Source: an optimization exercise on an open RTL-to-GDS flow (aim: small area). Production flows keep margins and buffers that such runs may drop.
Only simulation tests tie the RTL to the original design; equivalence was not proved.
The clock input has no modelled driver; a real chip could not lean on it and would need a root buffer or a full tree.
No activity file was given, so power comes from the tool's default toggle rates.

== lane 1 ==
==> flow/design.v (excerpt) <==
module enduro_video(iRST_n,
                    iVGA_CLK,
                    show_cars,
                    car_user_x,
                    car2_x,
                    car2_y,
                    car3_x,
                    car3_y,
                    oBLANK_n,
                    oHS,
                    oVS,
                    b_data,
                    g_data,
                    r_data);
input iRST_n;
input iVGA_CLK;
input show_cars;
input [9:0] car_user_x;
input [9:0] car2_x;
input [9:0] car2_y;
input [9:0] car3_x;
input [9:0] car3_y;
output oBLANK_n;
output reg oHS;
output reg oVS;
output [7:0] b_data;
output [7:0] g_data;
output [7:0] r_data;
function [9:0] dec10(input [9:0] a, input bin);
  integer i;
  reg b;
  begin
    b = bin;
    for (i = 0; i < 10; i = i + 1) begin
      dec10[i] = a[i] ^ b;
      b = b & ~a[i];
    end
  end
endfunction
reg [9:0] XN;
reg [9:0] YN;
wire x_wrap = (~XN[0] & ~XN[1] & ~XN[2] & ~XN[3] & ~XN[4] & ~XN[8] & ~XN[9]);      
wire x_h0 = (~XN[0] & ~XN[1] & ~XN[2] & ~XN[3] & XN[4] & XN[5] & XN[6] & ~XN[7] & ~XN[9]);          
wire x_eol = (XN[0] & ~XN[1] & ~XN[2] & ~XN[3] & XN[4] & XN[5] & XN[6] & ~XN[7] & ~XN[9]);        
wire x_hs = (~XN[4] & ~XN[5] & ~XN[6]) | (XN[4] & XN[5] & XN[6]) | (XN[7]) | (XN[9]);          
wire x_blank = (~XN[8] & XN[9]) | (~XN[7] & XN[9]) | (~XN[5] & XN[7]) | (~XN[6] & XN[7]) | (~XN[1] & XN[7] & XN[8]) | (~XN[4] & XN[7] & XN[8]) | (~XN[0] & XN[7] & XN[8]) | (XN[7] & XN[8] & ~XN[9]) | (~XN[3] & XN[9]) | (~XN[2] & XN[9]) | (XN[0] & XN[1] & XN[2] & XN[3] & XN[4] & XN[5] & XN[6] & ~XN[7]);    
wire y_wrap = (~YN[2] & ~YN[3] & ~YN[9]);      
wire y_vs = (~YN[4]) | (YN[3]) | (YN[5]) | (YN[6]) | (YN[7]) | (YN[8]) | (YN[0] & ~YN[1]) | (YN[1] & YN[2]) | (~YN[0] & ~YN[2]);          
wire y_blank = (YN[8] & YN[9]) | (YN[7] & ~YN[8]) | (YN[6] & ~YN[8]) | (YN[5] & ~YN[8]);    
always @(posedge iVGA_CLK, negedge iRST_n)
  if (!iRST_n) begin
    XN <= ~10'd655;
    YN <= ~10'd491;
  end else begin
  ...
clock: 15.0 ns
lec_check: 0
cap_margin: 20
core_margin: 2
core_utilization: 70
slew_margin: 20
standard.sh (not shown) runs the stock make flow with config.mk's settings and CLKGATE_MAP_FILE= SYNTH_SCRIPT=/design/flow/synth_recipe.tcl, a recipe that flattens the netlist after the stock synthesis.
==> flow/flow/run.sh <==
#!/bin/bash
# Own layout flow: the standard flow (standard.sh) with these changes:
#  - synthesis maps the logic with the area-oriented ABC script flow/abc.script
#    (which restructures the logic with &deepsyn for two minutes before mapping)
#    (everything else in ORFS's synthesis, and the standard flow's wrapper around it, is unchanged,
#    so the registers keep the standard synthesis's names and cell types);
#  - the port buffers that global placement inserts are sky130_fd_sc_hd__buf_1;
#  - the clock tree is a single sky130_fd_sc_hd__clkbuf_16 between the clock port
#    and the registers' clock pins (flow/cts_pre.tcl, run by ORFS's CTS step
#    before its clock_tree_synthesis call, which it replaces).
# Each tool's output goes to a log file here; ORFS's own logs are under orfs/logs.
set -euo pipefail
W=$PWD
# ORFS's synth.tcl, with its abc call given our script
sed 's|^\( *\)log_cmd abc {\*}$abc_args|\1set abc_args [lreplace $abc_args 1 1 '"$W"'/flow/abc.script]\n\1log_cmd abc {*}$abc_args|' \
  "$FLOW_HOME/scripts/synth.tcl" > "$W/own_synth.tcl"
grep -q "flow/abc.script" "$W/own_synth.tcl"
sed "s|\$::env(SCRIPTS_DIR)/synth.tcl|$W/own_synth.tcl|" synth_recipe.tcl > own_synth_recipe.tcl
grep -q "own_synth.tcl" own_synth_recipe.tcl
sed "s|SYNTH_SCRIPT=[^ ]*|SYNTH_SCRIPT=$W/own_synth_recipe.tcl|" standard.sh > own_standard.sh
grep -q "own_synth_recipe.tcl" own_standard.sh
export BUFFER_PORTS_ARGS="-buffer_cell sky130_fd_sc_hd__buf_1"
export PRE_CTS_TCL="$W/flow/cts_pre.tcl"
bash own_standard.sh synth > synth.log 2>&1
bash own_standard.sh > layout.log 2>&1
==> flow/flow/abc.script <==
strash
&get -n
&fraig -x
&put
scorr
dc2
strash
&get -n
&deepsyn -T 120
&dch -f
&nf -R 1000
&put
==> flow/flow/cts_pre.tcl <==
# Clock tree of a single buffer: the clock port drives one clock buffer, placed
# at the centre of the registers, and that buffer drives every register's clock
# pin. Replaces TritonCTS's tree (root buffer plus one level of leaf buffers) for
# this small design. The buffer cell is $::env(ONE_CLKBUF) (default clkbuf_16).
rename clock_tree_synthesis tritoncts_unused
proc clock_tree_synthesis {args} {
  set db [ord::get_db]
  set block [ord::get_db_block]
  set cell sky130_fd_sc_hd__clkbuf_16
  if { [info exists ::env(ONE_CLKBUF)] } { set cell $::env(ONE_CLKBUF) }
  set master [$db findMaster $cell]
  set clk [get_clocks]
  set port_name [get_property [lindex [get_property $clk sources] 0] name]
  set bterm [$block findBTerm $port_name]
  set net [$bterm getNet]
  set sinks {}
  set sx 0
  set sy 0
  foreach it [$net getITerms] {
    lappend sinks $it
    set inst [$it getInst]
    set loc [$inst getLocation]
    set sx [expr {$sx + [lindex $loc 0]}]
    set sy [expr {$sy + [lindex $loc 1]}]
  }
  set n [llength $sinks]
  if { $n == 0 } { error "no clock sinks" }
  set buf [odb::dbInst_create $block $master "clkbuf_one"]
  set out [odb::dbNet_create $block "clk_one"]
  $out setSigType CLOCK
  $net setSigType CLOCK
  foreach it $sinks {
    $it disconnect
    $it connect $out
  }
  [$buf findITerm A] connect $net
  [$buf findITerm X] connect $out
  $buf setLocation [expr {$sx / $n}] [expr {$sy / $n}]
  $buf setPlacementStatus PLACED
  puts "one clock buffer $cell drives $n clock pins"
  set_propagated_clock [all_clocks]
}
Lane 1 finished every step from synthesis to the final layout, and the layout passed the timing, DRC and antenna checks.
Inputs modified between lane 1 and lane 2:
--- a/flow/flow/run.sh
+++ b/flow/flow/run.sh
@@ -1,12 +1,10 @@
 #!/bin/bash
-# Own layout flow: the standard flow (standard.sh) with these changes:
+# Own layout flow: the standard flow (standard.sh) with two changes:
 #  - synthesis maps the logic with the area-oriented ABC script flow/abc.script
-#    (which restructures the logic with &deepsyn for two minutes before mapping)
 #    (everything else in ORFS's synthesis, and the standard flow's wrapper around it, is unchanged,
 #    so the registers keep the standard synthesis's names and cell types);
 #  - the port buffers that global placement inserts are sky130_fd_sc_hd__buf_1;
-#  - the clock tree is a single sky130_fd_sc_hd__clkbuf_16 between the clock port
-#    and the registers' clock pins (flow/cts_pre.tcl, run by ORFS's CTS step
-#    before its clock_tree_synthesis call, which it replaces).
+#  - clock tree synthesis builds its tree from sky130_fd_sc_hd__clkbuf_8 and adds
+#    no dummy loads.
 # Each tool's output goes to a log file here; ORFS's own logs are under orfs/logs.
 set -euo pipefail
@@ -21,5 +19,5 @@
 grep -q "own_synth_recipe.tcl" own_standard.sh
 export BUFFER_PORTS_ARGS="-buffer_cell sky130_fd_sc_hd__buf_1"
-export PRE_CTS_TCL="$W/flow/cts_pre.tcl"
+export CTS_ARGS="-sink_clustering_enable -repair_clock_nets -buf_list sky130_fd_sc_hd__clkbuf_8 -dont_use_dummy_load"
 bash own_standard.sh synth > synth.log 2>&1
 bash own_standard.sh > layout.log 2>&1
==> flow/flow/abc.script <==
strash
&get -n
&fraig -x
&put
scorr
dc2
strash
&get -n
&dch -f
&nf -R 1000
&put
--- a/flow/config.mk
+++ b/flow/config.mk
@@ -8,4 +8,4 @@
 export CAP_MARGIN = 20
 export CORE_MARGIN = 2
-export CORE_UTILIZATION = 70
+export CORE_UTILIZATION = 60
 export SLEW_MARGIN = 20
removed: flow/flow/cts_pre.tcl
Findings:
Lane 2: PASS, flow complete, no timing, DRC or antenna violations. The worst setup path endpoint comes out c[0] in one run and c[2] in the other, namely in lane 2 and lane 1 respectively. Per the comparison of lane 2 with lane 1, fmax lost about 0.8%; overall power consumption climbed 0.000035 W. In the metrics for lane 1 and lane 2, the one carrying the higher total of fill cells in the finished design is lane 2. Shortest clock period the worst path allows after layout ends up higher on lane 2. Going from lane 1 to lane 2, final wirelength grows by about 5.4%. Comparing lane 1 and lane 2, final area is lower on lane 1. Lane 2 has less setup slack than lane 1. Netlist area before placement: lane 2 vs lane 1 up 3.9%. Relative to lane 1, share of power burned in the clock network increased by 11 points in lane 2. Met1 global-route usage: lane 2 vs lane 1 down 2.1 points.
[inputs] lane 3 vs lane 2
--- a/flow/flow/run.sh
+++ b/flow/flow/run.sh
@@ -1,10 +1,12 @@
 #!/bin/bash
-# Own layout flow: the standard flow (standard.sh) with two changes:
+# Own layout flow: the standard flow (standard.sh) with these changes:
 #  - synthesis maps the logic with the area-oriented ABC script flow/abc.script
+#    (which restructures the logic with &deepsyn for two minutes before mapping)
 #    (everything else in ORFS's synthesis, and the standard flow's wrapper around it, is unchanged,
 #    so the registers keep the standard synthesis's names and cell types);
 #  - the port buffers that global placement inserts are sky130_fd_sc_hd__buf_1;
-#  - clock tree synthesis builds its tree from sky130_fd_sc_hd__clkbuf_8 and adds
-#    no dummy loads.
+#  - the clock tree is a single sky130_fd_sc_hd__clkbuf_16 between the clock port
+#    and the registers' clock pins (flow/cts_pre.tcl, run by ORFS's CTS step
+#    before its clock_tree_synthesis call, which it replaces).
 # Each tool's output goes to a log file here; ORFS's own logs are under orfs/logs.
 set -euo pipefail
@@ -19,5 +21,5 @@
 grep -q "own_synth_recipe.tcl" own_standard.sh
 export BUFFER_PORTS_ARGS="-buffer_cell sky130_fd_sc_hd__buf_1"
-export CTS_ARGS="-sink_clustering_enable -repair_clock_nets -buf_list sky130_fd_sc_hd__clkbuf_8 -dont_use_dummy_load"
+export PRE_CTS_TCL="$W/flow/cts_pre.tcl"
 bash own_standard.sh synth > synth.log 2>&1
 bash own_standard.sh > layout.log 2>&1
--- a/flow/flow/abc.script
+++ b/flow/flow/abc.script
@@ -7,4 +7,5 @@
 strash
 &get -n
+&deepsyn -T 120
 &dch -f
 &nf -R 1000
==> flow/flow/cts_pre.tcl (new file) <==
# Clock tree of a single buffer: the clock port drives one clock buffer, placed
# at the centre of the registers, and that buffer drives every register's clock
# pin. Replaces TritonCTS's tree (root buffer plus one level of leaf buffers) for
# this small design. The buffer cell is $::env(ONE_CLKBUF) (default clkbuf_16).
rename clock_tree_synthesis tritoncts_unused
proc clock_tree_synthesis {args} {
  set db [ord::get_db]
  set block [ord::get_db_block]
  set cell sky130_fd_sc_hd__clkbuf_16
  if { [info exists ::env(ONE_CLKBUF)] } { set cell $::env(ONE_CLKBUF) }
  set master [$db findMaster $cell]
  set clk [get_clocks]
  set port_name [get_property [lindex [get_property $clk sources] 0] name]
  set bterm [$block findBTerm $port_name]
  set net [$bterm getNet]
  set sinks {}
  set sx 0
  set sy 0
  foreach it [$net getITerms] {
    lappend sinks $it
    set inst [$it getInst]
    set loc [$inst getLocation]
    set sx [expr {$sx + [lindex $loc 0]}]
    set sy [expr {$sy + [lindex $loc 1]}]
  }
  set n [llength $sinks]
  if { $n == 0 } { error "no clock sinks" }
  set buf [odb::dbInst_create $block $master "clkbuf_one"]
  set out [odb::dbNet_create $block "clk_one"]
  $out setSigType CLOCK
  $net setSigType CLOCK
  foreach it $sinks {
    $it disconnect
    $it connect $out
  }
  [$buf findITerm A] connect $net
  [$buf findITerm X] connect $out
  $buf setLocation [expr {$sx / $n}] [expr {$sy / $n}]
  $buf setPlacementStatus PLACED
  puts "one clock buffer $cell drives $n clock pins"
  set_propagated_clock [all_clocks]
}
==> summary.txt <==
Summary of lane 3 over lane 2: number of synthesized register bits shows no meaningful change, number of resized instances in the post-cts repair step shows no meaningful change, placed instance area shows a reduction of 3.7%.
Max compound-gate portion of the synthesized area across lane 3 and lane 2: lane 2
The following lists how lane 4 was set up differently from lane 3:
--- a/flow/config.mk
+++ b/flow/config.mk
@@ -8,4 +8,4 @@
 export CAP_MARGIN = 20
 export CORE_MARGIN = 2
-export CORE_UTILIZATION = 60
+export CORE_UTILIZATION = 80
 export SLEW_MARGIN = 20
Notes after the runs:
Lane 4: worst hold slack is 0.026 ns higher than what lane 3 reported. Between lane 3 and lane 4, total half-perimeter wirelength after legalization and detailed placement increased. Summary of lane 4 over lane 3: overall power of the completed layout moved up; placement-stage cell area moved down. Diff lane 3 -> lane 4 | die width | down by more than 10%.
The following lists how lane 5 was set up differently from lane 4:
--- a/flow/flow/run.sh
+++ b/flow/flow/run.sh
@@ -1,4 +1,4 @@
 #!/bin/bash
-# Own layout flow: the standard flow (standard.sh) with these changes:
+# Own layout flow: the standard flow (standard.sh) with two changes:
 #  - synthesis maps the logic with the area-oriented ABC script flow/abc.script
 #    (which restructures the logic with &deepsyn for two minutes before mapping)
@@ -6,7 +6,6 @@
 #    so the registers keep the standard synthesis's names and cell types);
 #  - the port buffers that global placement inserts are sky130_fd_sc_hd__buf_1;
-#  - the clock tree is a single sky130_fd_sc_hd__clkbuf_16 between the clock port
-#    and the registers' clock pins (flow/cts_pre.tcl, run by ORFS's CTS step
-#    before its clock_tree_synthesis call, which it replaces).
+#  - clock tree synthesis builds its tree from sky130_fd_sc_hd__clkbuf_8 and adds
+#    no dummy loads.
 # Each tool's output goes to a log file here; ORFS's own logs are under orfs/logs.
 set -euo pipefail
@@ -21,5 +20,5 @@
 grep -q "own_synth_recipe.tcl" own_standard.sh
 export BUFFER_PORTS_ARGS="-buffer_cell sky130_fd_sc_hd__buf_1"
-export PRE_CTS_TCL="$W/flow/cts_pre.tcl"
+export CTS_ARGS="-sink_clustering_enable -repair_clock_nets -buf_list sky130_fd_sc_hd__clkbuf_8 -dont_use_dummy_load"
 bash own_standard.sh synth > synth.log 2>&1
 bash own_standard.sh > layout.log 2>&1
--- a/flow/config.mk
+++ b/flow/config.mk
@@ -8,4 +8,4 @@
 export CAP_MARGIN = 20
 export CORE_MARGIN = 2
-export CORE_UTILIZATION = 80
+export CORE_UTILIZATION = 60
 export SLEW_MARGIN = 20
removed: flow/flow/cts_pre.tcl
Results
Lane 5 went all the way through the flow, and no timing, DRC or antenna check failed. Of lane 4 and lane 5, the lower final wirelength belongs to lane 5. Share of power burned in the clock network: lane 4 and lane 5 compared, lower one is lane 4. Per the comparison of lane 5 with lane 4, met1 track utilization from global routing moved down; final area moved up. For lane 5, the capture point of the critical path was c[0], unlike lane 4, where it was c[2].
The clock cells of lane 1, lane 3 and lane 4 come from the design's own scripts or RTL, not from TritonCTS.

port drivers added, routing unchanged:
Ports are ideal in the flow. The routed layouts listed here were re-timed in OpenROAD.
Step 1: set_driving_cell puts a clkbuf_16 on iVGA_CLK and a buf_2 on each other input, an assumption about the parent block.
Step 2, shift: input delay + t, output delay - t, t = (earliest + latest rising clock arrival at the registers) / 2. This alone moves slack from input paths to output paths.
Slacks: no drivers / after step 1 / after step 2; pairs: no drivers / after step 1.
run | t, ns | setup WS [ns] | worst setup path at the end | latest minus earliest clock arrival (ns) | pins driven straight from the clock port
lane 1 | 0.197 | 5.191 / 5.193 / 4.997 | input to register | 0.010 / 0.009 | 1
lane 2 | 0.314 | 5.113 / 5.122 / 4.809 | input to register | 0.011 / 0.011 | 1
lane 3 | 0.201 | 5.277 / 5.276 / 5.075 | input to register | 0.005 / 0.006 | 1
lane 4 | 0.205 | 4.904 / 4.911 / 4.706 | input to register | 0.002 / 0.003 | 1
lane 5 | 0.302 | 5.358 / 5.363 / 5.061 | input to register | 0.013 / 0.013 | 1
After both steps every run listed still meets setup and hold. For lane 2, which loses most, drivers alone change the setup slack by +0.009 ns; drivers and shift together by -0.304 ns.
